Optimization exercise on an open flow, not production practice. RTL: at most simulated, not proved equivalent. Function not checked: runs 1 and 2. Power: default activity.

[flow/run.sh]
#!/bin/bash
# Own layout flow: the standard ORFS flow, with two changes to synthesis
# (no full/half-adder extraction, and an area-oriented abc mapping) and
# plain buffers on the ports. Each step's output goes to a log of its own.
set -euo pipefail
HERE=$(pwd)
FL=$HERE/flow

# synthesis script: the standard flow's, sourcing ORFS's synth.tcl with the abc call
# switched to flow/synth.abc
sed "s#log_cmd abc {\\*}\$abc_args#log_cmd abc -script $FL/synth.abc {*}[lrange \$abc_args 2 end]#" \
  "$FLOW_HOME/scripts/synth.tcl" > "$HERE/own_synth_core.tcl"
grep -q 'synth.abc' "$HERE/own_synth_core.tcl"
sed "s#source \$::env(SCRIPTS_DIR)/synth.tcl#source $HERE/own_synth_core.tcl#" \
  "$HERE/synth_recipe.tcl" > "$HERE/own_synth.tcl"
grep -q own_synth_core "$HERE/own_synth.tcl"

bash standard.sh SYNTH_SCRIPT="$HERE/own_synth.tcl" ADDER_MAP_FILE= SYNTH_OPERATIONS_ARGS=" " synth > "$HERE/synth.log" 2>&1

EXTRA=()
if [[ -f $FL/extra.mk ]]; then
  while read -r l; do [[ -n $l && $l != \#* ]] && EXTRA+=("$l"); done < "$FL/extra.mk"
fi
bash standard.sh "${EXTRA[@]}" finish > "$HERE/layout.log" 2>&1
[flow/extra.mk]
# make variables for the layout steps, one per line
BUFFER_PORTS_ARGS=-buffer_cell sky130_fd_sc_hd__buf_2
[flow/synth.abc]
strash
dch
map -D 3500
topo
buffer -c
upsize -c -D 3500
dnsize -c -D 3500
[standard.sh]
#!/bin/bash
# synth_recipe.tcl (not shown) runs the flow's synth.tcl, then flattens the netlist and writes it again
# the make line also repeats each setting of config.mk as NAME=value (left out here)
make -C /OpenROAD-flow-scripts/flow DESIGN_CONFIG=/design/flow/config.mk WORK_HOME=/design/flow/orfs CLKGATE_MAP_FILE= SYNTH_SCRIPT=/design/flow/synth_recipe.tcl "${@:-finish}"
[config.mk]
export PLATFORM = sky130hd
export DESIGN_NAME = CPU
export DESIGN_NICKNAME = CPU
export VERILOG_FILES = /design/flow/design.v
export SDC_FILE = /design/flow/constraint.sdc
export NUM_CORES = 4
export LEC_CHECK = 0
export CAP_MARGIN = 20
export CORE_MARGIN = 2
export CORE_UTILIZATION = 60
export CTS_BUF_LIST = sky130_fd_sc_hd__clkbuf_8
export SETUP_SLACK_MARGIN = 2.5
export SLEW_MARGIN = 20
[constraint.sdc]
create_clock -name core_clock -period 7.5 [get_ports {clk}]
set_input_delay 1.5000 -clock core_clock [delete_from_list [all_inputs] [get_ports {clk}]]
set_output_delay 1.5000 -clock core_clock [all_outputs]
set_load 0.01 [all_outputs]
[design.v]
`timescale 1ns/1ns
module agu(input [7:0] a, b, output logic [7:0] s);
  logic [7:0] g [0:3];
  logic [7:0] p [0:3];
  always_comb begin
    g[0] = a & b;
    p[0] = a ^ b;
    for (int l = 0; l < 3; l++)
      for (int i = 0; i < 8; i++)
        if (i >= (1 << l)) begin
          g[l+1][i] = g[l][i] | (p[l][i] & g[l][i - (1 << l)]);
          p[l+1][i] = p[l][i] & p[l][i - (1 << l)];
        end else begin
          g[l+1][i] = g[l][i];
          p[l+1][i] = p[l][i];
        end
    s[0] = p[0][0];
    for (int i = 1; i < 8; i++) s[i] = p[0][i] ^ g[3][i-1];
  end
endmodule
`timescale 1ns/1ns
module CPU(input clk,rst,
           output [11:0] imem_addr, input [18:0] imem_data,
           output [7:0] dmem_addr, dmem_wdata, output dmem_we, dmem_re, input [7:0] dmem_rdata);
  wire [18:0] ins = imem_data;
  logic [11:0] pc;
  logic z, c;
  logic [7:0][7:0] R;           
  logic [7:0][11:0] stk;        
  logic [2:0] sp;               
  logic [3:0] cnt;              
  wire is_alu  = ~ins[18];                            
  wire is_ld   = ins[18:14] == 5'b10000;
  wire is_st   = ins[18:14] == 5'b10001;
  wire is_sh   = ins[18:16] == 3'b110;
  wire is_br   = ins[18:16] == 3'b101;
  wire is_jmp  = ins[18:15] == 4'b1110;               
  wire is_call = ins[18:14] == 5'b11101;
  wire is_ret  = ins[18:13] == 6'b111100;
  wire wr_reg  = is_alu | is_ld | is_sh;
  wire ld_fl   = is_alu | is_sh;
  wire [7:0] imm = ins[7:0];
  wire [2:0] ra = ins[10:8];
  wire [2:0] rb = ins[18] ? ins[13:11] : ins[7:5];
  logic [7:0] a, rbv;
  always_comb begin
    a = 8'd0;
    rbv = 8'd0;
    for (int i = 0; i < 8; i++) begin
      a = a | (R[i] & {8{ra == i}});
      rbv = rbv | (R[i] & {8{rb == i}});
    end
  end
  agu agu0(.a(a), .b(imm), .s(dmem_addr));
  assign dmem_wdata = rbv;
  assign dmem_we    = ~rst & is_st;
  assign dmem_re    = ~rst & is_ld;
  assign imem_addr  = pc;
  wire [2:0] fn = ins[16:14];
  wire [7:0] b = ins[17] ? imm : rbv;
  wire sub = fn[1] & ~fn[2];
  wire y = sub & fn[0] & c;                     
  wire ci = sub | (fn[0] & c);
  logic [7:0] ay;                               
  logic ya;
  always_comb begin
    logic t;
    t = y;
    for (int i = 0; i < 8; i++) begin
      ay[i] = a[i] ^ t;
      t = t & a[i];
    end
    ya = t;
  end
  wire [7:0] bb = sub ? ~b : b;
  wire [8:0] sum9 = {1'b0, ay} + {1'b0, bb} + {8'd0, ci};
  wire c8 = sum9[8] ^ ya ^ sub;                 
  wire [7:0] lp = a ^ b;
  wire [7:0] lgg = a & b;
  logic [7:0] lg;
  always_comb begin
    case (fn[1:0])
      2'b00: lg = lgg;
      2'b01: lg = lgg | lp;
      2'b10: lg = lp;
      default: lg = ~lgg;
    endcase
  end
  wire [7:0] pp = ay ^ bb;
  wire [7:0] oo = ay | bb;
  wire zsum = (pp[0] == ci) & (pp[7:1] == oo[6:0]);
  wire [7:0] alures = fn[2] ? lg : sum9[7:0];
  wire aluc = ~fn[2] & c8;
  wire aluz = fn[2] ? (lg == 8'd0) : zsum;
  wire [2:0] s = ins[7:5];
  wire [1:0] fn2 = ins[15:14];
  wire right = fn2[0];
  wire [2:0] amt = right ? (3'd0 - s) : s;            
  wire [15:0] dd = {a, a} << amt;
  wire [7:0] rot = dd[15:8];
  wire [7:0] lmask = 8'hff << s;
  wire [7:0] rmask = 8'hff >> s;
  wire [7:0] shres = fn2[1] ? rot : (rot & (right ? rmask : lmask));
  wire shc = ~fn2[1] & (s != 3'd0) & (right ? rot[7] : rot[0]);
  wire [7:0] res = is_sh ? shres : alures;
  wire nc = is_sh ? shc : aluc;
  wire nz = is_sh ? (shres == 8'd0) : aluz;
  wire [7:0] wd = is_ld ? dmem_rdata : res;
  logic [7:0] spd;
  wire live = cnt != 4'd0;
  always_comb for (int i = 0; i < 8; i++) spd[i] = (sp == i);
  logic [11:0] top;
  always_comb begin
    top = 12'd0;
    for (int i = 0; i < 8; i++) top = top | (stk[i] & {12{spd[i] & live}});
  end
  wire [11:0] pc1 = pc + 12'd1;
  wire [11:0] pcb = pc1 + {{4{imm[7]}}, imm};
  wire cond = (ins[15] ? c : z) ^ ins[14];
  logic [11:0] npc;
  always_comb begin
    if (is_br & cond)   npc = pcb;
    else if (is_jmp)    npc = ins[11:0];
    else if (is_ret)    npc = top;
    else                npc = pc1;
  end
  always_ff @(posedge clk, posedge rst) begin
    if (rst) begin
      pc <= 12'd0;
      z <= 1'b0;
      c <= 1'b0;
      R <= '0;
      sp <= 3'd0;
      cnt <= 4'd0;
    end else begin
      pc <= npc;
      if (ld_fl) begin
        z <= nz;
        c <= nc;
      end
      for (int i = 0; i < 8; i++)
        if (wr_reg && ins[13:11] == i) R[i] <= wd;
      if (is_call) begin
        sp <= sp + 3'd1;
        if (cnt != 4'd8) cnt <= cnt + 4'd1;
      end else if (is_ret) begin
        sp <= sp - 3'd1;
        if (cnt != 4'd0) cnt <= cnt - 4'd1;
      end
    end
  end
  always_ff @(posedge clk)
    for (int i = 0; i < 8; i++)
      if (is_call & spd[(i + 7) % 8]) stk[i] <= pc1;
endmodule
==> results_dict.tcl, run 1 <==
set metrics [dict create \
    numCtsBuffers 17 \
    io_buffers 58 \
    synth_edf_count 96 \
    grt_max_degree 79 \
    die-area_um2 18000 \
    antenna_found_initial 0 \
    initial_core_util_pct 61.3 \
    dp_hpwl_um 22300 \
    syn_inst 1235 \
    clkPwrFrac_pct 16.5 \
    holdWs_ns 0.531 \
    fin_crit_sh_pct 73.5 \
    hold_viol_final 0 \
    crit_required_ns 6.00 \
    gp_congestion 0.973 \
    relSlewSlack_pct 25.5 \
    syn-cell-area_um2 10200 \
    synth_top_cell_by_area "edfxtp_1" \
    grt_overflow_total 0 \
    grt_first_pass_wirelength_um 49200 \
    reg2reg_slack_ns 3.05 \
    core_area_um2 16600 \
    cts_buffer_depth 2 \
    slew_viol_final 0 \
    num_io_pins 59 \
    ys_warn_count 4 \
    root_buffer "clkbuf_8" \
    cts_sinks 181 \
    ys_seq_elements 181 \
    synthFlopType "edfxtp_1" \
    worst_pin_slew_ns 1.11 \
    setup_tns_ns 0 \
    clk_pin_slew_ns 0.10 \
    vdd_ir_drop_max_uv 174 \
    yosys-top-cells-area "edfxtp_1 (28%), dfrtp_1 (21%), nor2_1 (8.3%), nand2_1 (7.1%), o21ai_0 (6.9%)" \
    fin_nets 1373 \
    drive_above_1_share_pct 18.6 \
    async_flop_share_pct 47.0 \
    ant_nets 0 \
    fp-row-count 47 \
    fin_crit_ns 5.51 \
    dr.pass1.iters 6 \
    grt_usage_pct 36.0 \
    fmax_ghz 0.181 \
    htreeDepth 4 \
    synthToLayoutAreaGrowth_pct 18.2 \
    power_frac_seq_pct 38.9 \
    synth_nets 1264 \
    cp-start-kind "primary input" \
    drc 0 \
    power.internal_mw 2.19 \
    powerDensity_nw_per_um2 322 \
    critPathMaxFanout 7 \
    wl_per_cell_um 20.4 \
    fillers 1246 \
    antenna_cells 0 \
    worst-setup-path-type "in2out" \
    synth.top_cell.area_share_pct 28.3 \
    rsz0062_at_grt "yes" \
    synth_cell_types 47 \
    grt_pass1_vias 9006 \
    p_sw_mw 1.69 \
    cts_tree "done" \
    viasPerCell 6.23 \
    cts_hold_buffers 0 \
    cap_violations 0 \
    fp.dieH_um 134 \
    routed_wirelength_um 32200 \
    worst_setup_path_end_kind "primary output" \
    ys_top_cells_by_count "nor2_1 (224), nand2_1 (192), inv_1 (145), o21ai_0 (141), edfxtp_1 (96)" \
    clk_latency_ns 0.47 \
    ys_seq_area_share_pct 49.3 \
    swShare_pct 43.6 \
    setup_viol 0 \
    comb_power_share_pct 44.6 \
    cp.arrival_ns 4.01 \
    vias 9827 \
    drt_iter0_drc 1311 \
    p_leak_nw 5.07 \
    finalClockSkew_ns 0.0224 \
    syn_avg_cell_area_um2 8.23 \
    hold_path_class "reg2reg" \
    die_w_um 134 \
    synth_most_common_cell "nor2_1" \
    status "no timing/DRC/antenna violations" \
]
==> repair_timing <==
item,in CTS,in global routing
pin swaps,20,25
cloned,0,0
setup endpoints to repair,36,49
buffers inserted,35,16
resized for setup,62,64
==> worst paths after layout <==
path,from,endpoint,depth (start not counted)
hold / removal,z,z,2
setup reg to reg,pc[0],pc[11],27
max in group asynchronous,rst,R[8],3
min in group asynchronous,rst,c,2
setup / recovery,imem_data[10],dmem_addr[6],22
hold reg to reg,z,z,2
==> power by group through the flow <==
stage                     Combinational, mW  Clock [mW]  Sequential, mW
after floorplan                        1.05           0            1.46
after global placement                 1.48           0            1.52
after detailed placement               1.51           0            1.52
after CTS                              1.61       0.640            1.50
after global routing                   1.90       0.677            1.53
final                                  1.73       0.639            1.51
==> metal layers <==
metal	up-vias	wire length [µm]	GRT usage, %
met1	4598	12800	49.1
met3	112	2900	5.44
li1	4511	-	-
met2	606	15000	58.3
met5	-	0	0
met4	0	1470	14.6
==> logic make-up after synthesis <==
group,Yosys count,share of synthesized area [%]
AOI/OAI and AO/OA,348,21.4
xor gates and xnor gates,36,3.10
and+or+nand+nor,486,19.4
DFF,181,49.3
buffers and inverters,184,6.84
==> registers in the layout (all words and copies together) (netlist names) <==
name,cells
R,64
c,1
stk,96
sp,3
pc,12
z,1
cnt,4
==> layout by cell type (no fill, tap or decap), types with 6 or more instances in the layout <==
cell and instances:
a211oi_1 10, a21oi_1 48, a221oi_1 16, a22oi_1 81, buf_2 52, buf_4 56
buf_6 11, clkbuf_8 20, clkinvlp_4 6, dfrtp_1 85, edfxtp_1 96, inv_1 133
inv_2 7, nand2_1 189, nand3_1 10, nand4_1 20, nor2_1 186, nor2_2 25
nor2_4 18, nor3_1 10, nor3_4 7, o21ai_0 128, o21ai_1 11, xor2_1 29
==> per-stage QoR <==
| step | std cells | total power [mW] | setup WS [ns] | utilization [%] | cell area, µm² |
|---|---|---|---|---|---|
| final | 1577 | 3.88 | 1.99 | 72.5 | 12000 |
| after global routing | 1577 | 4.10 | 1.84 | 72.5 | 12000 |
| after CTS | 1561 | 3.75 | 2.15 | 70.3 | 11700 |
| after detailed placement | 1494 | 3.03 | 1.51 | 65.2 | 10800 |
| after global placement | 1493 | 3.00 | 1.60 | 65.2 | 10800 |
| after floorplan | 1235 | 2.51 | 2.29 | - | 10300 |
==> critical path, stage by stage <==
cell	delay, ns
buf_12	0.08
clkinvlp_4	0.14
nand2_4	0.11
inv_4	0.07
a22oi_1	0.21
nand4_1	0.26
buf_4	0.23
nor2_4	0.10
nor2_4	0.05
a21oi_2	0.17
o21ai_2	0.09
a21oi_2	0.15
nor2_1	0.05
nor2_1	0.10
inv_1	0.06
nand2_1	0.07
inv_2	0.05
nor2_4	0.08
buf_4	0.11
buf_6	0.09
xnor2_2	0.10
buf_2	0.15
==> area by class of cell <==
class | count | area, µm² | area share, %
Inverter | 149 | 584 | 4.86
Tap cell | 220 | 275 | 2.29
Sequential cell | 181 | 5010 | 41.7
Timing Repair Buffer | 125 | 900 | 7.48
Clock buffer | 20 | 275 | 2.29
Multi-Input combinational cell | 870 | 4890 | 40.6
Clock inverter | 12 | 91.3 | 0.760
==> run 2: changes to the inputs <==
==> flow/run.sh (replaced) <==
#!/bin/bash
# Own layout flow: the standard ORFS flow with changes to synthesis (no
# full/half-adder extraction; abc maps the top module for area and the
# modules in KEEP for speed) and plain buffers on the ports. Each step's
# output goes to a log of its own in this folder.
set -euo pipefail
HERE=$(pwd)
FL=$HERE/flow
KEEP=$(cat "$FL/keep_modules.txt")

# synthesis script: the standard flow's, sourcing ORFS's synth.tcl with the abc call
# replaced by flow/abc_step.tcl
sed "s#@FL@#$FL#g" "$FL/abc_step.tcl" > "$HERE/own_abc_step.tcl"
sed "s#log_cmd abc {\\*}\$abc_args#source $HERE/own_abc_step.tcl#" \
  "$FLOW_HOME/scripts/synth.tcl" > "$HERE/own_synth_core.tcl"
grep -q 'own_abc_step' "$HERE/own_synth_core.tcl"
sed "s#source \$::env(SCRIPTS_DIR)/synth.tcl#source $HERE/own_synth_core.tcl#" \
  "$HERE/synth_recipe.tcl" > "$HERE/own_synth.tcl"
grep -q own_synth_core "$HERE/own_synth.tcl"

bash standard.sh SYNTH_SCRIPT="$HERE/own_synth.tcl" ADDER_MAP_FILE= SYNTH_OPERATIONS_ARGS=" " \
  SYNTH_KEEP_MODULES="$KEEP" synth > "$HERE/synth.log" 2>&1

EXTRA=()
if [[ -f $FL/extra.mk ]]; then
  while read -r l; do [[ -n $l && $l != \#* ]] && EXTRA+=("$l"); done < "$FL/extra.mk"
fi
bash standard.sh "${EXTRA[@]}" finish > "$HERE/layout.log" 2>&1
==> flow/abc_step.tcl (new file) <==
# abc mapping: the modules kept apart (SYNTH_KEEP_MODULES) for speed, the
# top module for area. @FL@ is replaced by the flow folder.
set own_rest [lrange $abc_args 2 end]
foreach own_m $::env(SYNTH_KEEP_MODULES) {
  log_cmd abc -script @FL@/fast.abc {*}$own_rest $own_m
}
log_cmd abc -script @FL@/synth.abc {*}$own_rest $::env(DESIGN_NAME)
==> flow/fast.abc (new file) <==
strash
dch
map -D 700
topo
buffer -c
upsize -c -D 700
dnsize -c -D 700
==> flow/keep_modules.txt (new file) <==
agu
==> run 2 against run 1 <==
- still clean on timing, DRC and antenna
- clock power increased by 15%
- first-iteration DRC count fell by 6.9%
- worst hold slack got worse by 0.0018 ns
- sequential share of layout area down 1.9 points
- critical path depth shrank 6
- global-route usage up 0.20 points
- clock skew is essentially flat
- fmax rose by 7.4%
- cell area grew 4.8%
- flip-flop and latch count is the same
- critical path type unchanged
- largest cell class is now multi-input gates
==> results_dict.tcl, run 2 <==
set metrics [dict create \
    final_area_um2 12600 \
    gp_congestion 0.944 \
    ant_nets 0 \
    num_io_pins 59 \
    cts_sinks 181 \
    finalClockSkew_ns 0.0220 \
    initial_core_util_pct 60.7 \
    synthFlopType "edfxtp_1" \
    cp.arrival_ns 3.63 \
    min_path_cells 2 \
    io_buffers 58 \
    fin_crit_ns 5.13 \
    syn_avg_cell_area_um2 8.33 \
    antenna_cells 0 \
    syn-cell-area_um2 10400 \
    synth_most_common_cell "nand2_1" \
    hold_viol_final 0 \
    fin_ws_ns 2.37 \
    grt_max_degree 85 \
    routed_wirelength_um 34200 \
    viasPerCell 6.31 \
    grt_overflow_total 0 \
    worst_pin_slew_ns 1.07 \
    async_flop_share_pct 47.0 \
    synth.top_cell.area_share_pct 27.8 \
    clk_pin_slew_ns 0.11 \
    setup_tns_ns 0 \
    dpl_worst_slack_ns 1.46 \
    p_sw_mw 1.91 \
    power_frac_seq_pct 36.1 \
    critPathMaxFanout 6 \
    ys_seq_elements 181 \
    cp-start-kind "primary input" \
    die-area_um2 18300 \
    reg.largest.list "stk x96, R x64, pc x12" \
    total_power_mw 4.22 \
    hold_path_class "reg2reg" \
    numCtsBuffers 17 \
    p_leak_nw 5.18 \
    worst_setup_path_end_kind "primary output" \
    grt_first_pass_wirelength_um 50100 \
    holdWs_ns 0.529 \
    drt_iter0_drc 1221 \
    synth_cell_types 55 \
    status "no timing/DRC/antenna violations" \
    comb_power_share_pct 46.6 \
    fp-row-count 48 \
    fin_crit_sh_pct 68.4 \
    cap_violations 0 \
    powerDensity_nw_per_um2 335 \
    fillers 1300 \
    fmax_ghz 0.195 \
    swShare_pct 45.3 \
    htreeDepth 4 \
    synthToLayoutAreaGrowth_pct 21.7 \
    core_area_um2 17100 \
    relSlewSlack_pct 28.0 \
    instances_no_fill 1601 \
    clkPwrFrac_pct 17.4 \
    dr.pass1.iters 6 \
    synth_nets 1272 \
    slew_viol_final 0 \
    fp.dieH_um 135 \
    antenna_found_initial 0 \
    synth_edf_count 96 \
    grt_pass1_vias 8987 \
    vias 10100 \
    crit_required_ns 6.00 \
    drive_above_1_share_pct 22.1 \
    wl_per_cell_um 21.4 \
    placed_area_um2 10900 \
    vdd_ir_drop_max_uv 167 \
    setup_viol 0 \
    dp_hpwl_um 22500 \
    cts_hold_buffers 0 \
    fin_nets 1392 \
    root_buffer "clkbuf_8" \
    ys_top_cells_by_count "nand2_1 (226), nor2_1 (182), o21ai_0 (136), inv_1 (118), edfxtp_1 (96)" \
    cts_buffer_depth 2 \
    synth_top_cell_by_area "edfxtp_1" \
    grt_usage_pct 36.2 \
    dp_cells 1498 \
    ys_seq_area_share_pct 48.4 \
    ys_warn_count 4 \
    die_w_um 135 \
    drc 0 \
    largest_register_ffs 96 \
    clk_latency_ns 0.48 \
    r2r_cells 22 \
    finish.utilization_pct 73.9 \
    power.internal_mw 2.31 \
    syn_inst 1243 \
    yosys-top-cells-area "edfxtp_1 (28%), dfrtp_1 (21%), nand2_1 (8.2%), nor2_1 (6.6%), o21ai_0 (6.6%)" \
    regMostFlops "stk" \
    cts_tree "done" \
    final_cell_mix "nand2_1 (216), nor2_1 (141), o21ai_0 (128)" \
    worst-setup-path-type "in2out" \
    layout_commonest_cell "nand2_1" \
    rsz0062_at_grt "yes" \
]
==> run 2: worst paths after layout <==
| check | end | slack [ns] | startpoint |
|---|---|---|---|
| setup / recovery | dmem_addr[4] | 2.37 | imem_data[9] |
| hold / removal | R[61] | 0.53 | R[61] |
| setup reg to reg | pc[11] | 3.10 | pc[0] |
| hold reg to reg | R[61] | 0.53 | R[61] |
| max in group asynchronous | sp[2] | 5.69 | rst |
| min in group asynchronous | z | 0.86 | rst |
==> run 2: per-module statistics from Yosys, one instance, submodules excluded <==
| module | cells inside | times used | area, µm² | flops+latches |
|---|---|---|---|---|
| agu | 70 | 1 | 368 | 0 |
| CPU | 1173 | 1 | 9980 | 181 |
==> run 2: power groups by stage <==
stage               clock (mW)  sequential [mW]  combinational (mW)
floorplan                    0             1.47                1.13
global placement             0             1.52                1.63
detailed placement           0             1.52                1.65
CTS                      0.728             1.50                1.75
global route             0.766             1.54                2.12
finish                   0.732             1.52                1.96
==> run 2: kinds of logic (layout without fill, tap and decap cells) <==
group | count (synthesis) | in the layout | synth area share, %
flops | 181 | 181 | 48.4
compound gates | 361 | 361 | 22.1
xor+xnor | 43 | 43 | 3.71
simple gates | 496 | 496 | 19.8
buf+inv | 162 | 295 | 5.92
==> run 2: area by class of cell <==
class                           count  area [µm²]  area share (%)
Timing Repair Buffer              134        1010            8.02
Clock buffer                       17         234            1.86
Tap cell                          225         282            2.23
Multi-Input combinational cell    900        5330            42.3
Clock inverter                     15         215            1.71
Sequential cell                   181        5010            39.8
Inverter                          129         513            4.07
==> run 2: layer usage <==
layer  share of wire (%)  global-route usage (%)  vias to the layer above
li1                    -                       -                     4621
met3                 9.5                    6.40                      117
met2                  47                    58.3                      643
met5                   0                       0                        -
met4                 5.5                    16.2                        0
met1                  38                    48.4                     4725
==> run 2: what timing repair did <==
action	in CTS	in global routing
endpoints found under the setup margin	154	166
pin swaps	22	54
buffers inserted	37	34
gates resized for setup	77	116
gates cloned	0	0
==> run 2: critical path, cell delays in order <==
cell,delay [ns]
buf_12,0.09
clkinvlp_4,0.13
buf_6,0.14
nor3_4,0.26
buf_4,0.18
a22oi_2,0.08
nand2_2,0.09
nor2_4,0.06
inv_2,0.08
buf_12,0.11
nand2_8,0.06
o21ai_4,0.18
buf_6,0.14
a31oi_4,0.08
xnor2_1,0.24
buf_2,0.18
==> run 3: changes to the inputs <==
--- a/design.v
+++ b/design.v
@@ -75,19 +75,18 @@
   wire [7:0] bb = sub ? ~b : b;
   wire [8:0] sum9 = {1'b0, ay} + {1'b0, bb} + {8'd0, ci};
   wire c8 = sum9[8] ^ ya ^ sub;                 
-  wire [7:0] lp = a ^ b;
-  wire [7:0] lgg = a & b;
+  wire [7:0] pp = ay ^ bb;
+  wire [7:0] gg = ay & bb;
+  wire [7:0] oo = ay | bb;
   logic [7:0] lg;
   always_comb begin
     case (fn[1:0])
-      2'b00: lg = lgg;
-      2'b01: lg = lgg | lp;
-      2'b10: lg = lp;
-      default: lg = ~lgg;
+      2'b00: lg = gg;
+      2'b01: lg = oo;
+      2'b10: lg = pp;
+      default: lg = ~gg;
     endcase
   end
-  wire [7:0] pp = ay ^ bb;
-  wire [7:0] oo = ay | bb;
   wire zsum = (pp[0] == ci) & (pp[7:1] == oo[6:0]);
   wire [7:0] alures = fn[2] ? lg : sum9[7:0];
   wire aluc = ~fn[2] & c8;
@@ -114,15 +113,14 @@
     top = 12'd0;
     for (int i = 0; i < 8; i++) top = top | (stk[i] & {12{spd[i] & live}});
   end
-  wire [11:0] pc1 = pc + 12'd1;
-  wire [11:0] pcb = pc1 + {{4{imm[7]}}, imm};
   wire cond = (ins[15] ? c : z) ^ ins[14];
+  wire taken = is_br & cond;
+  wire [11:0] pcn = pc + ({{4{imm[7]}}, imm} & {12{taken}}) + 12'd1;
   logic [11:0] npc;
   always_comb begin
-    if (is_br & cond)   npc = pcb;
-    else if (is_jmp)    npc = ins[11:0];
+    if (is_jmp)         npc = ins[11:0];
     else if (is_ret)    npc = top;
-    else                npc = pc1;
+    else                npc = pcn;
   end
   always_ff @(posedge clk, posedge rst) begin
     if (rst) begin
@@ -151,5 +149,5 @@
   end
   always_ff @(posedge clk)
     for (int i = 0; i < 8; i++)
-      if (is_call & spd[(i + 7) % 8]) stk[i] <= pc1;
+      if (is_call & spd[(i + 7) % 8]) stk[i] <= pcn;
 endmodule
--- a/config.mk
+++ b/config.mk
@@ -9,5 +9,5 @@
 export CORE_MARGIN = 2
 export CORE_UTILIZATION = 60
 export CTS_BUF_LIST = sky130_fd_sc_hd__clkbuf_8
-export SETUP_SLACK_MARGIN = 2.5
+export SETUP_SLACK_MARGIN = 3.0
 export SLEW_MARGIN = 20
==> run 3 against run 2 <==
- largest power group unchanged
- via count is 1.5% lower
- setup slack improved by 0.11 ns
- synthesized area shrank 3.2%
- utilization up 4.9 points
- clock skew shrank 0.0016 ns
==> results_dict.tcl, run 3 <==
set metrics [dict create \
    status "no timing/DRC/antenna violations" \
    fin_crit_sh_pct 67.0 \
    drt_iter0_drc 1465 \
    synth_most_common_cell "nand2_1" \
    cp-start-kind "primary input" \
    root_buffer "clkbuf_8" \
    cts_sinks 181 \
    io_buffers 58 \
    fp.dieH_um 133 \
    async_flop_share_pct 47.0 \
    synth_top_cell_by_area "edfxtp_1" \
    comb_power_share_pct 46.5 \
    regMostFlops "stk" \
    clkPwrFrac_pct 15.6 \
    fillers 1100 \
    synth_nets 1206 \
    ys_warn_count 4 \
    ys_seq_elements 181 \
    routed_wirelength_um 33700 \
    final_cell_mix "nand2_1 (221), o21ai_0 (97), edfxtp_1 (96)" \
    clk_latency_ns 0.46 \
    gp_congestion 1.02 \
    holdWs_ns 0.534 \
    synth_cell_types 49 \
    worst_pin_slew_ns 1.36 \
    initial_core_util_pct 60.8 \
    synth.top_cell.area_share_pct 28.8 \
    powerDensity_nw_per_um2 318 \
    largest_register_ffs 96 \
    ant_nets 0 \
    numCtsBuffers 17 \
    cts_tree "done" \
    layout_commonest_cell "nand2_1" \
    p_sw_mw 1.82 \
    core_area_um2 16500 \
    dp_hpwl_um 21300 \
    antenna_found_initial 0 \
    relSlewSlack_pct 8.68 \
    fin_nets 1363 \
    ys_top_cells_by_count "nand2_1 (246), nor2_1 (140), o21ai_0 (127), inv_1 (109), edfxtp_1 (96)" \
    grt_max_degree 86 \
    swShare_pct 44.2 \
    dpl_worst_slack_ns 1.76 \
    yosys-top-cells-area "edfxtp_1 (29%), dfrtp_1 (21%), nand2_1 (9.2%), o21ai_0 (6.3%), a22oi_1 (5.9%)" \
    grt_usage_pct 35.6 \
    dr.pass1.iters 7 \
    cts_hold_buffers 0 \
    fp-row-count 47 \
    num_io_pins 59 \
    cp.arrival_ns 3.52 \
    vdd_ir_drop_max_uv 191 \
    hold_viol_final 0 \
    wl_per_cell_um 21.5 \
    drc 0 \
    critPathMaxFanout 5 \
    finalClockSkew_ns 0.0204 \
    setup_viol 0 \
    worst_setup_path_end_kind "primary output" \
    rsz0062_at_grt "yes" \
    synthToLayoutAreaGrowth_pct 29.4 \
    viasPerCell 6.35 \
    ys_seq_area_share_pct 50.0 \
    cts_buffer_depth 2 \
    finish.utilization_pct 78.7 \
    vias 9955 \
    clk_pin_slew_ns 0.10 \
    hold_path_class "reg2reg" \
    die-area_um2 17700 \
    power_frac_seq_pct 37.9 \
    synth_edf_count 96 \
    reg.largest.list "stk x96, R x64, pc x12" \
    crit_required_ns 6.00 \
    setup_tns_ns 0 \
    fin_crit_ns 5.02 \
    placed_area_um2 10700 \
    grt_overflow_total 0 \
    worst-setup-path-type "in2out" \
    p_leak_nw 5.33 \
    fmax_ghz 0.199 \
    die_w_um 133 \
    slew_viol_final 0 \
    synthFlopType "edfxtp_1" \
    grt_pass1_vias 8958 \
    cap_violations 0 \
    syn_avg_cell_area_um2 8.51 \
    htreeDepth 4 \
    grt_first_pass_wirelength_um 48700 \
    syn_inst 1177 \
    antenna_cells 0 \
    drive_above_1_share_pct 31.0 \
    fin_ws_ns 2.48 \
    syn-cell-area_um2 10000 \
    power.internal_mw 2.30 \
    final_area_um2 13000 \
]
==> run 3: per-module statistics from Yosys (local to each module, per instance) <==
module	flip-flops and latches	copies in the design	area, µm²	cells
CPU	181	1	9650	1107
agu	0	1	368	70
==> run 3: per-layer routing <==
| metal | part of all wire (%) | track usage, % |
|---|---|---|
| met5 | 0 | 0 |
| met4 | 5.7 | 16.0 |
| met3 | 9.7 | 5.37 |
| met2 | 47 | 59.3 |
| met1 | 37 | 46.5 |
==> run 3: area by class of cell <==
cell class	count	area, µm²	area share (%)
Multi-Input combinational cell	851	5500	42.4
Sequential cell	181	5010	38.6
Timing Repair Buffer	169	1330	10.2
Inverter	114	479	3.70
Tap cell	220	275	2.12
Clock buffer	17	234	1.80
Clock inverter	15	145	1.12
==> run 3: worst paths after layout <==
| path | from | end | slack, ns | depth (start not counted) |
|---|---|---|---|---|
| hold reg to reg | R[29] | R[29] | 0.53 | 2 |
| setup / recovery | imem_data[9] | dmem_addr[7] | 2.48 | 17 |
| setup reg to reg | c | stk[10] | 4.03 | 22 |
| hold / removal | R[29] | R[29] | 0.53 | 2 |
| max in group asynchronous | rst | pc[3] | 5.71 | 3 |
| min in group asynchronous | rst | R[21] | 1.25 | 3 |
==> run 3: cells by family (layout without fill, tap and decap cells) <==
| logic type | after synthesis | in the layout | synth area share (%) |
|---|---|---|---|
| xor+xnor | 45 | 45 | 4.01 |
| simple gates | 467 | 467 | 19.2 |
| buf+inv | 145 | 315 | 5.48 |
| compound gates | 337 | 337 | 21.1 |
| flops | 181 | 181 | 50.0 |
| mux | 2 | 2 | 0.200 |
==> run 3: power groups by stage <==
stage	Combinational, mW	Clock, mW	Sequential (mW)
floorplan	1.01	0	1.49
global placement	1.44	0	1.55
detailed placement	1.46	0	1.55
CTS	1.63	0.645	1.54
global route	2.06	0.688	1.58
finish	1.92	0.645	1.56
==> run 3: worst max-delay path, cell delays in order <==
cell	delay (ns)
buf_12	0.11
clkinvlp_4	0.15
buf_6	0.13
nor3_4	0.04
buf_6	0.14
a22oi_2	0.19
nand2_2	0.09
nor2_4	0.20
inv_2	0.09
nand2_4	0.09
inv_2	0.05
nor2_4	0.14
nand4_1	0.16
a21oi_1	0.16
o22ai_1	0.08
nand2_1	0.07
buf_2	0.12
==> run 3: timing repair <==
| item | in CTS | in global routing |
|---|---|---|
| setup endpoints to repair | 107 | 119 |
| pin swaps | 48 | 76 |
| setup buffers | 44 | 51 |
| gates cloned | 0 | 0 |
| resized for setup | 152 | 171 |
==> run 3: metrics by stage <==
stage / total power [mW] / std cells
2_1_floorplan: 2.50 / 1177
3_3_place_gp: 2.99 / 1440
4_1_cts: 3.81 / 1516
6_report: 4.13 / 1567
3_5_place_dp: 3.01 / 1440
5_1_grt: 4.33 / 1567
==> run 4: changes to the inputs <==
--- a/config.mk
+++ b/config.mk
@@ -9,5 +9,5 @@
 export CORE_MARGIN = 2
 export CORE_UTILIZATION = 60
 export CTS_BUF_LIST = sky130_fd_sc_hd__clkbuf_8
-export SETUP_SLACK_MARGIN = 3.0
+export SETUP_SLACK_MARGIN = 2.5
 export SLEW_MARGIN = 20
==> run 4 against run 3 <==
- register-to-register slack got worse by 0.31 ns
- clock power fell by 3%
- via count fell by 5.7%
- largest cell class is now sequential cells
- non-clock buffer count decreased by 55
- clock skew up 0.0011 ns
- sequential power about the same
- fmax decreased by 0.38%
- final cell count decreased by 3.4%
- critical path depth shrank 1
- die area stayed put
- largest power group unchanged
- setup slack got worse by 0.019 ns
- still clean
==> results_dict.tcl, run 4 <==
set metrics [dict create \
    status "no timing/DRC/antenna violations" \
    num_io_pins 59 \
    cp.arrival_ns 3.54 \
    ys_warn_count 4 \
    fin_nets 1308 \
    setup_tns_ns 0 \
    powerDensity_nw_per_um2 323 \
    drive_above_1_share_pct 20.7 \
    initial_core_util_pct 60.8 \
    total_power_mw 3.83 \
    drc 0 \
    viasPerCell 6.21 \
    synth_cell_types 49 \
    hold_viol_final 0 \
    async_flop_share_pct 47.0 \
    worst_pin_slew_ns 1.14 \
    fin_crit_ns 5.04 \
    die-area_um2 17700 \
    hold_path_class "reg2reg" \
    gp_congestion 0.987 \
    swShare_pct 43.9 \
    final_area_um2 11900 \
    finalClockSkew_ns 0.0214 \
    htreeDepth 4 \
    grt_max_degree 86 \
    dp_cells 1439 \
    critPathMaxFanout 5 \
    layout_commonest_cell "nand2_1" \
    grt_usage_pct 34.7 \
    rsz0062_at_grt "yes" \
    fin_crit_sh_pct 67.2 \
    fmax_ghz 0.198 \
    synth_most_common_cell "nand2_1" \
    power_frac_seq_pct 40.4 \
    routed_wirelength_um 30900 \
    synthToLayoutAreaGrowth_pct 18.4 \
    synth_edf_count 96 \
    synth_nets 1206 \
    instances_no_fill 1513 \
    r2r_cells 26 \
    drt_iter0_drc 1071 \
    vdd_ir_drop_max_uv 183 \
    cap_violations 0 \
    clk_pin_slew_ns 0.10 \
    wl_per_cell_um 20.4 \
    syn_avg_cell_area_um2 8.51 \
    root_buffer "clkbuf_8" \
    regMostFlops "stk" \
    worst-setup-path-type "in2out" \
    placed_area_um2 10600 \
    fp-row-count 47 \
    dpl_worst_slack_ns 1.55 \
    crit_required_ns 6.00 \
    synth.top_cell.area_share_pct 28.8 \
    grt_pass1_vias 8528 \
    largest_register_ffs 96 \
    min_path_cells 2 \
    relSlewSlack_pct 23.7 \
    clkPwrFrac_pct 16.4 \
    grt_first_pass_wirelength_um 47200 \
    vias 9391 \
    ant_nets 0 \
    cts_sinks 181 \
    io_buffers 58 \
    die_w_um 133 \
    ys_seq_area_share_pct 50.0 \
    cts_buffer_depth 2 \
    slew_viol_final 0 \
    antenna_found_initial 0 \
    yosys-top-cells-area "edfxtp_1 (29%), dfrtp_1 (21%), nand2_1 (9.2%), o21ai_0 (6.3%), a22oi_1 (5.9%)" \
    numCtsBuffers 17 \
    setup_viol 0 \
    p_sw_mw 1.68 \
    power.internal_mw 2.15 \
    p_leak_nw 4.93 \
    cts_tree "done" \
    fin_ws_ns 2.46 \
    reg.largest.list "stk x96, R x64, pc x12" \
    cp-start-kind "primary input" \
    core_area_um2 16500 \
    synth_top_cell_by_area "edfxtp_1" \
    final_cell_mix "nand2_1 (234), o21ai_0 (117), nor2_1 (113)" \
    grt_overflow_total 0 \
    syn-cell-area_um2 10000 \
    dr.pass1.iters 9 \
    ys_seq_elements 181 \
    dp_hpwl_um 21100 \
    synthFlopType "edfxtp_1" \
    worst_setup_path_end_kind "primary output" \
    fp.dieH_um 133 \
    syn_inst 1177 \
    ys_top_cells_by_count "nand2_1 (246), nor2_1 (140), o21ai_0 (127), inv_1 (109), edfxtp_1 (96)" \
    clk_latency_ns 0.46 \
    comb_power_share_pct 43.2 \
]
## run 4: kinds of logic (layout without fill, tap and decap cells)
| logic type | Yosys count | in the layout | share of synthesized area (%) |
|---|---|---|---|
| other | 0 | 1 | 0 |
| XOR/XNOR | 45 | 45 | 4.01 |
| flip-flops | 181 | 181 | 50.0 |
| multiplexers | 2 | 2 | 0.200 |
| buffers and inverters | 145 | 260 | 5.48 |
| AO/OA/AOI/OAI | 337 | 337 | 21.1 |
| AND/OR/NAND/NOR | 467 | 467 | 19.2 |
## run 4: power groups by stage
stage               clock (mW)  sequential [mW]  combinational [mW]
floorplan                    0             1.49                1.00
global placement             0             1.56                1.43
detailed placement           0             1.55                1.45
CTS                      0.631             1.53                1.52
global route             0.675             1.56                1.81
finish                   0.628             1.55                1.65
## run 4: cell type report
| type | instances | area, µm² |
|---|---|---|
| sequential | 181 | 5010 |
| multi-input combinational | 851 | 4960 |
| fill | 1289 | 4610 |
| timing repair buffer | 114 | 785 |
| inverter | 114 | 448 |
| tap | 220 | 275 |
| clock buffer | 17 | 234 |
| clock inverter | 15 | 140 |
| antenna | 1 | 2.50 |
## run 4: path summary, 6_finish.rpt
| path | start | endpoint | slack, ns |
|---|---|---|---|
| min in group asynchronous | rst | R[38] | 1.23 |
| min reg2reg | R[41] | R[41] | 0.51 |
| min | R[41] | R[41] | 0.51 |
| max | imem_data[8] | dmem_addr[7] | 2.46 |
| max in group asynchronous | rst | R[17] | 5.68 |
| max reg2reg | R[48] | R[31] | 3.72 |
## run 4: what timing repair did
item	CTS	global route
setup buffers	28	13
cloned	0	0
gates resized for setup	70	87
hold buffers	0	0
pin swaps	19	34
endpoints found under the setup margin	66	77
## run 4: stage by stage
stage | hold slack [ns] | utilization, %
2_1_floorplan | 0.453 | -
3_3_place_gp | 0.473 | 64.4
3_5_place_dp | 0.488 | 64.4
4_1_cts | 0.510 | 69.4
5_1_grt | 0.548 | 72.0
6_report | 0.513 | 72.0
## run 4: worst max-delay path, cell delays in order
cell	delay, ns
buf_12	0.09
clkinvlp_4	0.20
nor3_4	0.40
buf_6	0.16
buf_4	0.10
a22oi_2	0.05
nand2_2	0.09
nor2_4	0.06
inv_2	0.12
nor2_4	0.05
nor2_4	0.17
nand4_1	0.14
a21oi_1	0.14
o22ai_1	0.08
nand2_1	0.06
buf_2	0.12
## run 4: per-module statistics from Yosys (local to each module, per instance)
| module | cells | cell area, µm² | flip-flops and latches | times used |
|---|---|---|---|---|
| CPU | 1107 | 9650 | 181 | 1 |
| agu | 70 | 368 | 0 | 1 |
## run 4: per-layer routing
| metal | track usage, % | wire length [µm] | vias to the layer above |
|---|---|---|---|
| met3 | 6.16 | 2710 | 129 |
| li1 | - | - | 4345 |
| met4 | 13.9 | 1420 | 0 |
| met1 | 47.2 | 12400 | 4346 |
| met2 | 56.0 | 14400 | 571 |
| met5 | 0 | 0 | - |
==> run 5: changes to the inputs <==
==> flow/extra.mk (replaced) <==
# make variables for the layout steps, one per line
BUFFER_PORTS_ARGS=-buffer_cell sky130_fd_sc_hd__buf_1
--- a/config.mk
+++ b/config.mk
@@ -5,9 +5,9 @@
 export SDC_FILE = /design/flow/constraint.sdc
 export NUM_CORES = 4
 export LEC_CHECK = 0
-export CAP_MARGIN = 20
+export CAP_MARGIN = 5
 export CORE_MARGIN = 2
 export CORE_UTILIZATION = 60
 export CTS_BUF_LIST = sky130_fd_sc_hd__clkbuf_8
 export SETUP_SLACK_MARGIN = 2.5
-export SLEW_MARGIN = 20
+export SLEW_MARGIN = 5
==> run 5 against run 4 <==
- wire length fell by 1.6%
- critical path depth fell by 2
- cell area fell by 0.82%
- combinational power barely moved
- clock skew fell by 0.0015 ns
- synthesized area did not move
- total power rose by 2.8%
==> results_dict.tcl, run 5 <==
set metrics [dict create \
    status "no timing/DRC/antenna violations" \
    grt_util_met2_pct 55.4 \
    crit_start "imem_data[10]" \
    synth_nets 1206 \
    antenna_cells 0 \
    setup_viol 0 \
    syn_avg_cell_area_um2 8.51 \
    ys_seq_area_share_pct 50.0 \
    cts_buffer_depth 2 \
    routed_wirelength_um 30400 \
    r2r_cells 26 \
    worst_pin_slew_ns 1.16 \
    slowest_stage "buf_4" \
    synth_cell_types 49 \
    drive_above_1_share_pct 15.3 \
    cts_tree "done" \
    min-delay-start "R[41]" \
    wl_per_cell_um 20.0 \
    die-area_um2 17700 \
    holdPathEnd "R[41]" \
    hold_path_class "reg2reg" \
    finish.utilization_pct 71.4 \
    initial_core_util_pct 60.8 \
    yosys-top-cells-area "edfxtp_1 (29%), dfrtp_1 (21%), nand2_1 (9.2%), o21ai_0 (6.3%), a22oi_1 (5.9%)" \
    r2r_start "R[48]" \
    relSlewSlack_pct 22.2 \
    drt_iter0_drc 1186 \
    viasPerCell 6.17 \
    synthFlopType "edfxtp_1" \
    regMostFlops "stk" \
    ys_top_cells_by_count "nand2_1 (246), nor2_1 (140), o21ai_0 (127), inv_1 (109), edfxtp_1 (96)" \
    async_flop_share_pct 47.0 \
    fmax_ghz 0.204 \
    ant_nets 0 \
    finalClockSkew_ns 0.0199 \
    grt_overflow_total 0 \
    min_path_cells 2 \
    fin_crit_ns 4.91 \
    layout_commonest_cell "nand2_1" \
    p_leak_nw 4.84 \
    cap_violations 0 \
    grt_max_degree 52 \
    syn_inst 1177 \
    htreeDepth 4 \
    hold_viol_final 0 \
    fillers 1336 \
    synth.top_cell.area_share_pct 28.8 \
    synth_edf_count 96 \
    path_cells "buf_12 -> nor3_1 -> buf_4 -> a22oi_1 -> nand2_1 -> nor2_4 -> inv_2 -> nand2_2 -> nor3_4 -> buf_6 -> a21boi_4 -> o211ai_1 -> nand2_1 -> buf_2" \
    fin_nets 1313 \
    worst_setup_path_end_kind "primary output" \
    dr.pass1.iters 6 \
    reg.largest.list "stk x96, R x64, pc x12" \
    dp_hpwl_um 21100 \
    die_w_um 133 \
    num_io_pins 59 \
    vdd_ir_drop_max_uv 176 \
    setup_tns_ns 0 \
    gr-max-usage-layer "met2" \
    use_met3_pct 6.51 \
    synth_most_common_cell "nand2_1" \
    clk_pin_slew_ns 0.09 \
    grt_pass1_vias 8462 \
    rsz0062_at_grt "yes" \
    slew_viol_final 0 \
    cp-start-kind "primary input" \
    numCtsBuffers 17 \
    powerDensity_nw_per_um2 334 \
    critPathMaxFanout 8 \
    gp_congestion 0.993 \
    fin_crit_sh_pct 65.5 \
    core_area_um2 16500 \
    cp.arrival_ns 3.41 \
    root_buffer "clkbuf_8" \
    fp-row-count 47 \
    cts_sinks 181 \
    syn-cell-area_um2 10000 \
    reg2reg_slack_ns 3.76 \
    clk_latency_ns 0.47 \
    fp.dieH_um 133 \
    worst-setup-path-type "in2out" \
    synth_top_cell_by_area "edfxtp_1" \
    grt_usage_pct 34.5 \
    r2r_end "R[23]" \
    placed_area_um2 10700 \
    critPathMostFrequentCell "nand2_1" \
    grt_first_pass_wirelength_um 46700 \
    use_met1_pct 47.5 \
    vias 9353 \
    antenna_found_initial 0 \
    final_area_um2 11800 \
    crit_required_ns 6.00 \
    final_cell_mix "nand2_1 (238), nor2_1 (126), o21ai_0 (113)" \
    ys_seq_elements 181 \
    cpPeakStageDelay_ns 0.24 \
    io_buffers 58 \
    ys_warn_count 4 \
    synthToLayoutAreaGrowth_pct 17.4 \
    drc 0 \
    largest_register_ffs 96 \
]
==> run 5: cell type report <==
type	instances	area (µm²)	share of cell area (%)
clock buffer	18	248	2.11
inverter	114	457	3.88
multi-input combinational	851	4790	40.8
timing repair buffer	119	754	6.42
sequential	181	5010	42.6
clock inverter	14	223	1.89
tap	220	275	2.34
==> run 5: kinds of logic (layout without fill, tap and decap cells) <==
kind of cell	after synthesis	count (layout)	synth area share, %
DFF	181	181	50.0
and+or+nand+nor	467	467	19.2
xor gates and xnor gates	45	45	4.01
buffers and inverters	145	265	5.48
muxes	2	2	0.200
AOI/OAI and AO/OA	337	337	21.1
==> run 5: worst max path at each step <==
stage | slack, ns | depth (start not counted) | endpoint
after floorplan | 2.76 | 28 | R[15]
after global placement | 1.64 | 30 | R[23]
after detailed placement | 1.63 | 30 | R[23]
after CTS | 2.36 | 14 | dmem_addr[7]
after global routing | 2.43 | 28 | R[47]
final | 2.59 | 14 | dmem_addr[7]
==> run 5: where the power goes <==
part           total (mW)  internal, mW  leakage (nW)  switching, mW
clock               0.774         0.411         0.243          0.363
combinational        1.62         0.546          2.67           1.08
sequential           1.53          1.34          1.92          0.192
total                3.93          2.30          4.84           1.63
==> run 5: layer usage <==
metal	vias to the layer above	share of wire (%)
met1	4367	41
met2	562	47
li1	4336	-
met5	-	0
met4	0	3.3
met3	88	9.1
==> run 5: Yosys stat by module (local to each module, per instance) <==
module / cells inside / flip-flops and latches
CPU: 1107 / 181
agu: 70 / 0
==> run 5: what timing repair did <==
item                       in CTS  in global routing
gates resized for setup        30                112
hold buffers                    0                  0
buffers inserted                4                 24
setup endpoints to repair      56                 98
pin swaps                       3                 37
==> run 5: through the flow <==
stage	instances	setup WS [ns]	total power [mW]	hold WS, ns
global route	1517	2.43	4.15	0.544
finish	1517	2.59	3.93	0.514
CTS	1493	2.36	3.77	0.518
detailed placement	1457	1.63	2.97	0.495
global placement	1457	1.64	2.95	0.475
floorplan	1177	2.76	2.49	0.453
==> run 5: critical path: cells and delay by family <==
kind	cells	cell delay (ns)
buffers and inverters	5	0.74
and+or+nand+nor	6	0.81
AOI/OAI and AO/OA	3	0.34
==> run 6: changes to the inputs <==
--- a/config.mk
+++ b/config.mk
@@ -9,5 +9,5 @@
 export CORE_MARGIN = 2
 export CORE_UTILIZATION = 60
 export CTS_BUF_LIST = sky130_fd_sc_hd__clkbuf_8
-export SETUP_SLACK_MARGIN = 2.5
+export SETUP_SLACK_MARGIN = 2.8
 export SLEW_MARGIN = 5
==> run 6 against run 5 <==
- highest routed layer unchanged
- wire length increased by 3.8%
- non-clock buffer count increased by 30
- die area unchanged
- critical endpoint is now dmem_addr[5]
- worst hold slack got worse by 0.0062 ns
- final cell count up 2.0%
==> results_dict.tcl, run 6 <==
set metrics [dict create \
    cpPeakStageDelay_ns 0.30 \
    synthFlopType "edfxtp_1" \
    final_cell_mix "nand2_1 (228), nor2_1 (105), o21ai_0 (101)" \
    fp-row-count 47 \
    r2r_cells 24 \
    layout_commonest_cell "nand2_1" \
    largest_register_ffs 96 \
    critPathMaxFanout 8 \
    ys_warn_count 4 \
    grt_max_degree 86 \
    cts_tree "done" \
    power.internal_mw 2.21 \
    crit_buf_inv 5 \
    viasPerCell 6.26 \
    fin_nets 1343 \
    synth_most_common_cell "nand2_1" \
    powerDensity_nw_per_um2 318 \
    yosys-top-cells-area "edfxtp_1 (29%), dfrtp_1 (21%), nand2_1 (9.2%), o21ai_0 (6.3%), a22oi_1 (5.9%)" \
    power_frac_seq_pct 39.0 \
    synth_edf_count 96 \
    cts_sinks 181 \
    core_area_um2 16500 \
    r2r_end "R[31]" \
    htreeDepth 4 \
    critPathMostFrequentCell "nand2_1" \
    drive_above_1_share_pct 23.7 \
    status "no timing/DRC/antenna violations" \
    worst-setup-path-type "in2out" \
    clk_pin_slew_ns 0.11 \
    min_path_cells 2 \
    synth_nets 1206 \
    crit_required_ns 6.00 \
    ys_top_cells_by_count "nand2_1 (246), nor2_1 (140), o21ai_0 (127), inv_1 (109), edfxtp_1 (96)" \
    p_leak_nw 5.05 \
    grt_overflow_total 0 \
    fp.dieH_um 133 \
    gp_congestion 1.00 \
    comb_power_share_pct 45.0 \
    async_flop_share_pct 47.0 \
    final-seq-area_um2 5010 \
    antenna_cells 0 \
    fmax_ghz 0.203 \
    worst_pin_slew_ns 1.12 \
    synth.top_cell.area_share_pct 28.8 \
    syn_inst 1177 \
    num_io_pins 59 \
    io_buffers 58 \
    dp_cells 1451 \
    vias 9680 \
    fillers 1194 \
    numCtsBuffers 17 \
    clkPwrFrac_pct 16.0 \
    antenna_found_initial 0 \
    die-area_um2 17700 \
    clk_latency_ns 0.46 \
    p_sw_mw 1.73 \
    cap_violations 0 \
    holdWs_ns 0.508 \
    finish.utilization_pct 75.3 \
    holdPathEnd "R[41]" \
    min-delay-start "R[41]" \
    setup_viol 0 \
    slew_viol_final 0 \
    swShare_pct 43.9 \
    ys_seq_elements 181 \
    initial_core_util_pct 60.8 \
    grt_pass1_vias 8619 \
    fin_crit_ns 4.92 \
    multi_input_area_um2 5200 \
    grt_first_pass_wirelength_um 46700 \
    syn_avg_cell_area_um2 8.51 \
    slowest_stage "nand4_1" \
    dp_hpwl_um 20400 \
    die_w_um 133 \
    relSlewSlack_pct 25.2 \
    reg.largest.list "stk x96, R x64, pc x12" \
    synth_cell_types 49 \
    vdd_ir_drop_max_uv 182 \
    cp_top_family "simple AND/OR/NAND/NOR gates" \
    synth_top_cell_by_area "edfxtp_1" \
    r2r_start "R[34]" \
    worst_setup_path_end_kind "primary output" \
    finalClockSkew_ns 0.0241 \
    cts_buffer_depth 2 \
    syn-cell-area_um2 10000 \
    hold_path_class "reg2reg" \
    regMostFlops "stk" \
    wl_per_cell_um 20.4 \
    synthToLayoutAreaGrowth_pct 23.8 \
    grt_usage_pct 34.4 \
    setup_tns_ns 0 \
    routed_wirelength_um 31600 \
    root_buffer "clkbuf_8" \
    rsz0062_at_grt "yes" \
    fin_crit_sh_pct 65.6 \
    reg2reg_slack_ns 3.84 \
    path_cells "buf_12 -> clkinv_8 -> nor3_4 -> buf_6 -> a22oi_2 -> nand4_1 -> nand2_1 -> inv_2 -> nor2_4 -> nand2_1 -> nor3_2 -> o22ai_1 -> nand2_1 -> buf_2" \
    instances_no_fill 1547 \
    ys_seq_area_share_pct 50.0 \
    ant_nets 0 \
    final_area_um2 12400 \
    dr.pass1.iters 8 \
    cp-start-kind "primary input" \
    cp.arrival_ns 3.42 \
    placed_area_um2 10600 \
    drt_iter0_drc 1009 \
    drc 0 \
    hold_viol_final 0 \
]
==> run 6: cell count changes in the layout (fill, tap and decap cells not counted), sizes merged <==
cell,before,now
bufinv,5,0
clkinvlp,0,3
clkbuf,21,24
clkinv,7,12
buf,116,142
inv,116,114
==> run 6: worst max-delay path by stage <==
stage / startpoint / endpoint / depth (start not counted)
4_1_cts: imem_data[10] / dmem_addr[7] / 16
3_5_place_dp: imem_data[14] / pc[10] / 22
2_1_floorplan: imem_data[17] / stk[24] / 10
6_report: imem_data[8] / dmem_addr[5] / 14
5_1_grt: imem_data[9] / dmem_addr[7] / 15
3_3_place_gp: imem_data[14] / pc[10] / 22
==> run 6: logic make-up (layout without fill, tap and decap cells) <==
group / count (synthesis) / count (layout) / share of synthesized area [%]
and+or+nand+nor: 467 / 467 / 19.2
AOI/OAI and AO/OA: 337 / 337 / 21.1
DFF: 181 / 181 / 50.0
buffers and inverters: 145 / 295 / 5.48
xor gates and xnor gates: 45 / 45 / 4.01
muxes: 2 / 2 / 0.200
==> run 6: power by group through the flow <==
stage | Clock [mW] | Combinational, mW | Sequential, mW
after floorplan | 0 | 1.00 | 1.49
after global placement | 0 | 1.40 | 1.54
after detailed placement | 0 | 1.43 | 1.54
after CTS | 0.630 | 1.55 | 1.52
after global routing | 0.671 | 1.93 | 1.56
final | 0.632 | 1.77 | 1.53
==> run 6: what timing repair did <==
action | CTS | global route
gates resized for setup | 118 | 161
pin swaps | 26 | 68
hold endpoints to repair | 0 | 0
endpoints found under the setup margin | 121 | 93
hold buffers | 0 | 0
buffers inserted | 29 | 34
cloned | 0 | 1
==> run 6: final cells by class <==
type / count / share of cell area (%)
clock buffer: 17 / 1.89
clock inverter: 15 / 1.12
inverter: 114 / 3.90
multi-input combinational: 851 / 42.0
sequential: 181 / 40.4
tap: 220 / 2.22
timing repair buffer: 149 / 8.51
==> run 6: modules after synthesis, one instance, submodules excluded <==
module	cell area [µm²]	cells inside	flip-flops and latches	times used
CPU	9650	1107	181	1
agu	368	70	0	1
==> run 6: stage by stage <==
step	setup WS [ns]	total power, mW
floorplan	2.81	2.49
CTS	2.64	3.70
finish	2.58	3.94
global placement	1.46	2.94
detailed placement	1.35	2.96
global route	2.47	4.15
==> run 6: worst min-delay path, delay by kind of cell, from the launching register on <==
| kind | cells | cell delay, ns |
|---|---|---|
| flip-flops | 1 | 0.37 |
| AO/OA/AOI/OAI | 1 | 0.06 |
| AND/OR/NAND/NOR | 1 | 0.05 |
==> run 6: layer usage <==
| layer | GRT usage, % | vias up | share of wire (%) |
|---|---|---|---|
| li1 | - | 4410 | - |
| met1 | 46.2 | 4563 | 39 |
| met2 | 55.9 | 608 | 48 |
| met3 | 6.85 | 99 | 9.2 |
| met4 | 12.9 | 0 | 3.8 |
| met5 | 0 | - | 0 |
==> run 7: changes to the inputs <==
--- a/config.mk
+++ b/config.mk
@@ -9,5 +9,6 @@
 export CORE_MARGIN = 2
 export CORE_UTILIZATION = 60
 export CTS_BUF_LIST = sky130_fd_sc_hd__clkbuf_8
-export SETUP_SLACK_MARGIN = 2.8
+export SETUP_SLACK_MARGIN = 3.0
 export SLEW_MARGIN = 5
+export TNS_END_PERCENT = 0
==> run 7 against run 6 <==
- still clean on timing, DRC and antenna
- worst hold slack barely moved
- total power fell by 2.5%
- fmax rose by 0.68%
- count of clock-buffer cells in the layout did not move
- global-route usage fell by 0.17 points
- first-iteration DRC count rose by 1.8%
- cell area fell by 3.2%
- final cell count fell by 1.6%
- utilization fell by 2.4 points
- synthesized cell count did not move
- sequential share of layout area rose by 1.3 points
- highest routed layer unchanged
==> results_dict.tcl, run 7 <==
set metrics [dict create \
    cts_hold_buffers 0 \
    synth_top_cell_by_area "edfxtp_1" \
    finalClockSkew_ns 0.0232 \
    clkPwrFrac_pct 16.4 \
    cts_sinks 181 \
    synthXorXnorAreaFrac_pct 4.01 \
    grt_overflow_total 0 \
    cap_violations 0 \
    dp_hpwl_um 20400 \
    holdWs_ns 0.508 \
    slowest_stage "a22oi_2" \
    io_buffers 58 \
    num_io_pins 59 \
    setup_tns_ns 0 \
    cts_tree "done" \
    synth_nets 1206 \
    async_flop_share_pct 47.0 \
    synth_most_common_cell "nand2_1" \
    synthToLayoutAreaGrowth_pct 19.9 \
    yosys-top-cells-area "edfxtp_1 (29%), dfrtp_1 (21%), nand2_1 (9.2%), o21ai_0 (6.3%), a22oi_1 (5.9%)" \
    core_area_um2 16500 \
    ys_seq_elements 181 \
    synth_compound_area_share_pct 21.1 \
    gp_congestion 1.00 \
    synth_top_family_by_area "compound AO/OA/AOI/OAI gates" \
    worst-setup-path-type "in2out" \
    drive_above_1_share_pct 19.4 \
    syn_inst 1177 \
    viasPerCell 6.16 \
    fmax_ghz 0.205 \
    grt_max_degree 86 \
    p_sw_mw 1.68 \
    ys_seq_area_share_pct 50.0 \
    cts_buffer_depth 2 \
    cp.arrival_ns 3.39 \
    initial_core_util_pct 60.8 \
    syn-cell-area_um2 10000 \
    fin_crit_ns 4.89 \
    reg.largest.list "stk x96, R x64, pc x12" \
    hold_path_class "reg2reg" \
    comb_power_share_pct 43.7 \
    powerDensity_nw_per_um2 320 \
    ant_nets 0 \
    fin_nets 1319 \
    power.internal_mw 2.16 \
    synth_cell_types 49 \
    grt_first_pass_wirelength_um 46400 \
    path_cells "buf_12 -> clkinv_8 -> nor3_2 -> buf_4 -> a22oi_2 -> nand2_2 -> nor2_4 -> inv_2 -> nand2_4 -> inv_4 -> nor2_4 -> nand4_1 -> a21oi_2 -> o22ai_1 -> nand2_1 -> buf_2" \
    power_frac_seq_pct 39.9 \
    dpl_worst_slack_ns 1.35 \
    critPathMostFrequentCell "nor2_4" \
    worst_setup_path_end_kind "primary output" \
    rsz0062_at_grt "yes" \
    clk_pin_slew_ns 0.10 \
    synth_adder_area_share_pct 0 \
    hold_viol_final 0 \
    die_w_um 133 \
    wl_per_cell_um 20.2 \
    grt_pass1_vias 8562 \
    drt_iter0_drc 1027 \
    antenna_found_initial 0 \
    syn_avg_cell_area_um2 8.51 \
    swShare_pct 43.9 \
    clk_latency_ns 0.46 \
    synthFlopType "edfxtp_1" \
    grt_usage_pct 34.2 \
    fin_crit_sh_pct 65.2 \
    vias 9387 \
    p_leak_nw 4.87 \
    cpPeakStageDelay_ns 0.21 \
    drc 0 \
    largest_register_ffs 96 \
    synth.top_cell.area_share_pct 28.8 \
    synth_mux_area_share_pct 0.200 \
    total_power_mw 3.84 \
    synth-simple-area-share_pct 19.2 \
    ys_warn_count 4 \
    slew_viol_final 0 \
    numCtsBuffers 17 \
    fp.dieH_um 133 \
    regMostFlops "stk" \
    htreeDepth 4 \
    fin_ws_ns 2.61 \
    layout_commonest_cell "nand2_1" \
    antenna_cells 0 \
    worst_pin_slew_ns 1.17 \
    finish.utilization_pct 72.9 \
    status "no timing/DRC/antenna violations" \
    root_buffer "clkbuf_8" \
    fp-row-count 47 \
    synth_edf_count 96 \
    ys_top_cells_by_count "nand2_1 (246), nor2_1 (140), o21ai_0 (127), inv_1 (109), edfxtp_1 (96)" \
    die-area_um2 17700 \
    cp-start-kind "primary input" \
    critPathMaxFanout 8 \
    setup_viol 0 \
    vdd_ir_drop_max_uv 163 \
    relSlewSlack_pct 21.5 \
    dr.pass1.iters 6 \
    crit_required_ns 6.00 \
    routed_wirelength_um 30700 \
    final_cell_mix "nand2_1 (234), o21ai_0 (113), nor2_1 (113)" \
]
[run 7: cell counts after synthesis]
No cell type changed its count.
[run 7: kinds of logic (layout without fill, tap and decap cells)]
logic type / Yosys count / in the layout
compound gates: 337 / 337
flops: 181 / 181
mux: 2 / 2
xor+xnor: 45 / 45
simple gates: 467 / 467
buf+inv: 145 / 271
[run 7: repair_timing]
item | in CTS | in global routing
gates resized for setup | 87 | 122
pin swaps | 24 | 45
endpoints found under the setup margin | 147 | 138
setup buffers | 23 | 17
[run 7: layer usage]
metal | routed length (µm) | up-vias | part of all wire (%) | GRT usage, %
met1 | 12300 | 4421 | 40 | 45.7
met5 | 0 | - | 0 | 0
met4 | 1040 | 0 | 3.4 | 12.8
met3 | 2650 | 81 | 8.6 | 7.42
li1 | - | 4355 | - | -
met2 | 14700 | 530 | 48 | 55.4
[run 7: worst paths after layout]
| kind | startpoint | end | slack (ns) | cells after the start |
|---|---|---|---|---|
| worst max-delay path | imem_data[9] | dmem_addr[7] | 2.61 | 16 |
| worst min register to register | R[41] | R[41] | 0.51 | 2 |
| min in group asynchronous | rst | R[7] | 1.37 | 3 |
| worst min-delay path | R[41] | R[41] | 0.51 | 2 |
| worst max register to register | c | pc[10] | 3.76 | 23 |
| max in group asynchronous | rst | R[57] | 5.37 | 3 |
[run 7: power by group through the flow]
stage	clock network, mW	registers [mW]	logic [mW]
after floorplan	0	1.49	1.00
final	0.629	1.53	1.68
after CTS	0.630	1.52	1.51
after global placement	0	1.54	1.40
after global routing	0.672	1.55	1.84
after detailed placement	0	1.54	1.43
[run 7: through the flow]
| step | instance area, µm² | instances |
|---|---|---|
| 2_1_floorplan | 10000 | 1177 |
| 3_3_place_gp | 10600 | 1451 |
| 3_5_place_dp | 10600 | 1451 |
| 4_1_cts | 11400 | 1506 |
| 5_1_grt | 12000 | 1523 |
| 6_report | 12000 | 1523 |
[run 7: area by class of cell]
type,instances,area (µm²)
clock buffers,17,234
clock inverters,15,139
fillers,1260,4460
inverters,114,480
multi-input cells,851,5050
flip-flops and latches,181,5010
well taps,220,275
repair buffers,125,821
[run 7: critical path, delay by kind of cell]
| family | cells | cell delay (ns) |
|---|---|---|
| and+or+nand+nor | 7 | 0.82 |
| buffers and inverters | 6 | 0.64 |
| AOI/OAI and AO/OA | 3 | 0.43 |
[run 7: modules after synthesis (local to each module, per instance)]
module  cell area, µm²  cells inside
agu                368            70
CPU               9650          1107
==> run 8: changes to the inputs <==
--- a/config.mk
+++ b/config.mk
@@ -9,6 +9,5 @@
 export CORE_MARGIN = 2
 export CORE_UTILIZATION = 60
 export CTS_BUF_LIST = sky130_fd_sc_hd__clkbuf_8
-export SETUP_SLACK_MARGIN = 3.0
+export SETUP_SLACK_MARGIN = 2.3
 export SLEW_MARGIN = 5
-export TNS_END_PERCENT = 0
==> run 8 against run 7 <==
- highest routed layer unchanged
- register-to-register slack got worse by 0.13 ns
- still clean
- cell area decreased by 5.4%
- global-route usage increased by 0.22 points
- via count decreased by 2.2%
==> results_dict.tcl, run 8 <==
set metrics [dict create \
    antenna_cells 0 \
    fin_nets 1295 \
    wl_met3_um 2610 \
    status "no timing/DRC/antenna violations" \
    grt_pass1_vias 8389 \
    regMostFlops "stk" \
    gp_congestion 0.993 \
    antenna_found_initial 0 \
    powerDensity_nw_per_um2 338 \
    wl_met2_um 14100 \
    io_buffers 58 \
    hold_path_class "reg2reg" \
    grt_overflow_total 0 \
    rsz0062_at_grt "yes" \
    p_leak_nw 4.68 \
    final_cell_mix "nand2_1 (246), nor2_1 (131), o21ai_0 (119)" \
    dr.pass1.iters 9 \
    numCtsBuffers 17 \
    grt_max_degree 52 \
    relSlewSlack_pct 22.5 \
    synth_edf_count 96 \
    clkPwrFrac_pct 20.1 \
    hold_viol_final 0 \
    initial_core_util_pct 60.8 \
    fmax_ghz 0.196 \
    largest_register_ffs 96 \
    synth_cell_types 49 \
    cp.arrival_ns 3.60 \
    drt_iter0_drc 1275 \
    cts_tree "done" \
    fp.dieH_um 133 \
    fin_crit_ns 5.10 \
    dp_cells 1457 \
    cp-start-kind "primary input" \
    ant_nets 0 \
    vdd_ir_drop_max_uv 176 \
    drc 0 \
    synthToLayoutAreaGrowth_pct 13.5 \
    viasPerCell 6.12 \
    die_w_um 133 \
    setup_tns_ns 0 \
    syn-cell-area_um2 10000 \
    p_sw_mw 1.59 \
    vias 9178 \
    core_area_um2 16500 \
    wl_per_cell_um 20.0 \
    syn_avg_cell_area_um2 8.51 \
    ys_warn_count 4 \
    synthFlopType "edfxtp_1" \
    cts_sinks 181 \
    grt_usage_pct 34.4 \
    finalClockSkew_ns 0.0207 \
    ys_seq_area_share_pct 50.0 \
    ys_top_cells_by_count "nand2_1 (246), nor2_1 (140), o21ai_0 (127), inv_1 (109), edfxtp_1 (96)" \
    ys_seq_elements 181 \
    routed_wirelength_um 30000 \
    critPathMaxFanout 8 \
    synth_most_common_cell "nand2_1" \
    comb_power_share_pct 40.0 \
    slew_viol_final 0 \
    grt_first_pass_wirelength_um 46600 \
    top_layer "met4" \
    crit_required_ns 6.00 \
    worst_pin_slew_ns 1.16 \
    wl_met1_um 12300 \
    cts_hold_buffers 0 \
    swShare_pct 41.4 \
    layout_commonest_cell "nand2_1" \
    async_flop_share_pct 47.0 \
    clk_latency_ns 0.46 \
    instances_no_fill 1499 \
]
## run 8: cell counts after synthesis
Identical to the previous run, type by type.
## run 8: timing repair
| action | 4_1_cts | 5_1_grt |
|---|---|---|
| pin swaps | 2 | 6 |
| setup endpoints to repair | 35 | 82 |
| gates resized for setup | 15 | 38 |
| setup buffers | 2 | 8 |
## run 8: critical path, cell delays in order
cell      delay (ns)
clkbuf_2        0.14
inv_2           0.11
nor3_1          0.06
buf_4           0.19
a22oi_1         0.21
o211ai_1        0.13
nor2_2          0.22
inv_1           0.11
nand2_1         0.11
inv_1           0.07
nor2_4          0.14
nand4_1         0.16
a21oi_2         0.15
o22ai_1         0.10
nand2_1         0.08
clkbuf_2        0.13
## run 8: kinds of logic (layout without fill, tap and decap cells)
family	count (synthesis)	in the layout	share of synthesized area (%)
mux	2	2	0.200
compound gates	337	337	21.1
xor+xnor	45	45	4.01
buf+inv	145	247	5.48
simple gates	467	467	19.2
flops	181	181	50.0
## run 8: metrics by stage
step | total power, mW | area (µm²) | worst slack, ns
after floorplan | 2.49 | 10000 | 2.76
after global placement | 2.95 | 10700 | 1.64
after detailed placement | 2.97 | 10700 | 1.63
after CTS | 3.75 | 11200 | 2.27
after global routing | 4.06 | 11400 | 2.22
final | 3.84 | 11400 | 2.40
## run 8: routing by layer
layer	global-route usage, %	vias up
met4	11.8	0
met2	55.3	532
met1	47.5	4259
met5	0	-
met3	6.62	84
li1	-	4303
## run 8: per-module statistics from Yosys, one instance, submodules excluded
module / flip-flops and latches / cell area, µm² / cells inside
CPU: 181 / 9650 / 1107
agu: 0 / 368 / 70
## run 8: worst paths after layout
check | start | to | slack, ns | cells past startpoint
min in group asynchronous | rst | z | 1.10 | 2
setup / recovery | imem_data[10] | dmem_addr[7] | 2.40 | 16
max in group asynchronous | rst | pc[9] | 5.28 | 3
hold reg to reg | R[44] | R[44] | 0.53 | 2
setup reg to reg | c | pc[11] | 3.63 | 20
hold / removal | R[44] | R[44] | 0.53 | 2
## run 8: area by class of cell
cell class | count | area [µm²]
timing repair buffer | 101 | 552
clock inverter | 14 | 223
tap | 220 | 275
sequential | 181 | 5010
multi-input combinational | 851 | 4630
inverter | 114 | 429
fill | 1404 | 5100
clock buffer | 18 | 248
## run 8: power groups by stage
stage	clock network [mW]	logic [mW]	registers (mW)
global route	0.814	1.69	1.55
detailed placement	0	1.43	1.54
global placement	0	1.41	1.55
floorplan	0	1.00	1.49
finish	0.773	1.53	1.53
CTS	0.778	1.45	1.52
